Background: an optimization exercise with open tools, aiming at small area, a short achievable clock period and few clock cycles per item. Do not read the settings as production practice. RTL that was checked went through simulation tests only; none was proved equivalent to the original. Power and IR drop assume default switching activity.

==> module lut_master, before the edit <==
module lut_master #(parameter data_width = 16) (
		input wire clk,
		input wire reset,
		input wire req,
		input wire [8 - 1 : 0] lut_handle,
		input wire [data_width - 1 : 0] req_arg,
		output wire [data_width - 1 : 0] data_out,
		output reg valid,
		output reg invalid_request
	);
	wire handle_ok = (lut_handle[8 - 1 : 1] == 0);
	wire is_tanh   = lut_handle[0];
	always @(posedge clk) begin
		if (reset) begin
			invalid_request <= 0;
			valid <= 0;
		end
		else begin
			if (req && !handle_ok)
				invalid_request <= 1;
			valid <= req && handle_ok && !invalid_request;
		end
	end
	wire       mirror = is_tanh ? req_arg[15] : req_arg[13];
	wire       neg    = is_tanh ? req_arg[15] : req_arg[14];
	wire [3:0] frac   = is_tanh ? req_arg[4:1] : req_arg[3:0];
	wire [22:0] k;
	wire [13:0] c1;
	wire [5:0]  c2;
	wire [15:0] ya, yb;
	wire        c7;
	wire [7:0]  dh;
	wire        e;
	lut_coef_rom coef (
		.is_tanh(is_tanh),
		.sa(req_arg[12:8] ^ {5{req_arg[13]}}),
		.ta(req_arg[14:9] ^ {6{req_arg[15]}}),
		.k(k), .c1(c1), .c2(c2)
	);
	lut_eval eval (
		.k(k), .c1(c1), .c2(c2),
		.is_tanh(is_tanh),
		.xs({req_arg[13], req_arg[7:4]}),
		.xt({req_arg[15], req_arg[8:5]}),
		.mirror(mirror),
		.neg(neg),
		.ya(ya), .yb(yb), .c7(c7), .dh(dh), .e(e)
	);
	reg [15:0] ya_r, yb_r;
	reg        c7_r;
	reg [7:0]  dh_r;
	reg        e_r;
	reg [3:0]  frac_r;
	reg        mirror_r;
	reg        neg_r;
	always @(posedge clk) begin
		ya_r     <= ya;
		yb_r     <= yb;
		c7_r     <= c7;
		dh_r     <= dh;
		e_r      <= e;
		frac_r   <= frac;
		mirror_r <= mirror;
		neg_r    <= neg;
	end
	lut_interp interp (
		.ya(ya_r), .yb(yb_r), .c7(c7_r), .dh(dh_r), .e(e_r),
		.frac(frac_r),
		.mirror(mirror_r),
		.neg(neg_r),
		.interpolated(data_out)
	);
endmodule
export LEC_CHECK = 0
export ABC_AREA = 1
export CAP_MARGIN = 20
export CORE_MARGIN = 2
export CORE_UTILIZATION = 45
export PLACE_DENSITY = 0.6
export SETUP_SLACK_MARGIN = 2.0
export SLEW_MARGIN = 20
export SYNTH_MEMORY_MAX_BITS = 70000
create_clock -name core_clock -period 8.0 [get_ports {clk}]
standard.sh (not shown) runs the stock make flow with config.mk's settings and CLKGATE_MAP_FILE= SYNTH_SCRIPT=/design/flow/synth_recipe.tcl, a recipe that flattens the netlist after the stock synthesis.
==> flow/flow/run.sh <==
#!/bin/bash
# Standard layout, with two changes: the input and output ports are buffered
# by buf_4 cells instead of the delay buffers buffer_ports picks by default,
# and synthesis leaves the adders to abc instead of mapping them to the
# platform's full/half adder cells (the registers are the standard ones).
set -euo pipefail
bash standard.sh "BUFFER_PORTS_ARGS=-buffer_cell sky130_fd_sc_hd__buf_4" "ADDER_MAP_FILE=" finish > make_finish.log 2>&1
The first run finished clean.
Testbench counts at the start, summed over its fixed seeds: cycles 12,008, items 12,000.
Change:
--- a/flow/design.v
+++ b/flow/design.v
@@ -585,6 +585,7 @@
 	end
 	wire       mirror = is_tanh ? req_arg[15] : req_arg[13];
 	wire       neg    = is_tanh ? req_arg[15] : req_arg[14];
+	wire [9:0] pair_a = (is_tanh ? req_arg[14:5] : {1'b0, req_arg[12:4]}) ^ {10{mirror}};
 	wire [3:0] frac   = is_tanh ? req_arg[4:1] : req_arg[3:0];
 	wire [22:0] k;
 	wire [13:0] c1;
@@ -593,12 +594,7 @@
 	wire        c7;
 	wire [7:0]  dh;
 	wire        e;
-	lut_coef_rom coef (
-		.is_tanh(is_tanh),
-		.sa(req_arg[12:8] ^ {5{req_arg[13]}}),
-		.ta(req_arg[14:9] ^ {6{req_arg[15]}}),
-		.k(k), .c1(c1), .c2(c2)
-	);
+	lut_coef_rom coef (.is_tanh(is_tanh), .sa(req_arg[12:8] ^ {5{req_arg[13]}}), .ta(req_arg[14:9] ^ {6{req_arg[15]}}), .k(k), .c1(c1), .c2(c2));
 	lut_eval eval (
 		.k(k), .c1(c1), .c2(c2),
 		.is_tanh(is_tanh),
Result:
- worst setup slack degrades by 0.073 ns
- fmax is lower by 1.3%
- sequential cell count stays the same
- synthesized area came out lower by 2.9%
- via count went down by 1.4%
- clock power shrinks by 16%
No functional check of the RTL was part of the second run of this note.

separate check: timing with driven ports:
The flow's constraints put no driver on any port. The routed layouts listed below were extracted and timed again, unchanged, in two steps. Step 1 assumes that a clkbuf_16 drives the clock port and a buf_2 every other input. Step 2 also shifts input and output timing later by t, the mid clock arrival at the registers, as if the neighbouring blocks saw the same clock. Three values: ideal, step 1, step 2; two values: the first two.
| run | shift t [ns] | setup WS [ns] | worst setup path at the end | clock arrival spread, ns | cell pins on the clock port's net |
|---|---|---|---|---|---|
| the first run | 0.350 | 2.327 / 2.311 / 2.001 | input to register | 0.008 / 0.008 | 1 |
| the second run | 0.327 | 2.254 / 2.274 / 1.947 | input to register | 0.010 / 0.009 | 1 |
After both steps setup and hold are still met in every run listed. The setup slack of the first run, which loses most, moves by -0.016 ns with the drivers and by -0.326 ns with both steps.
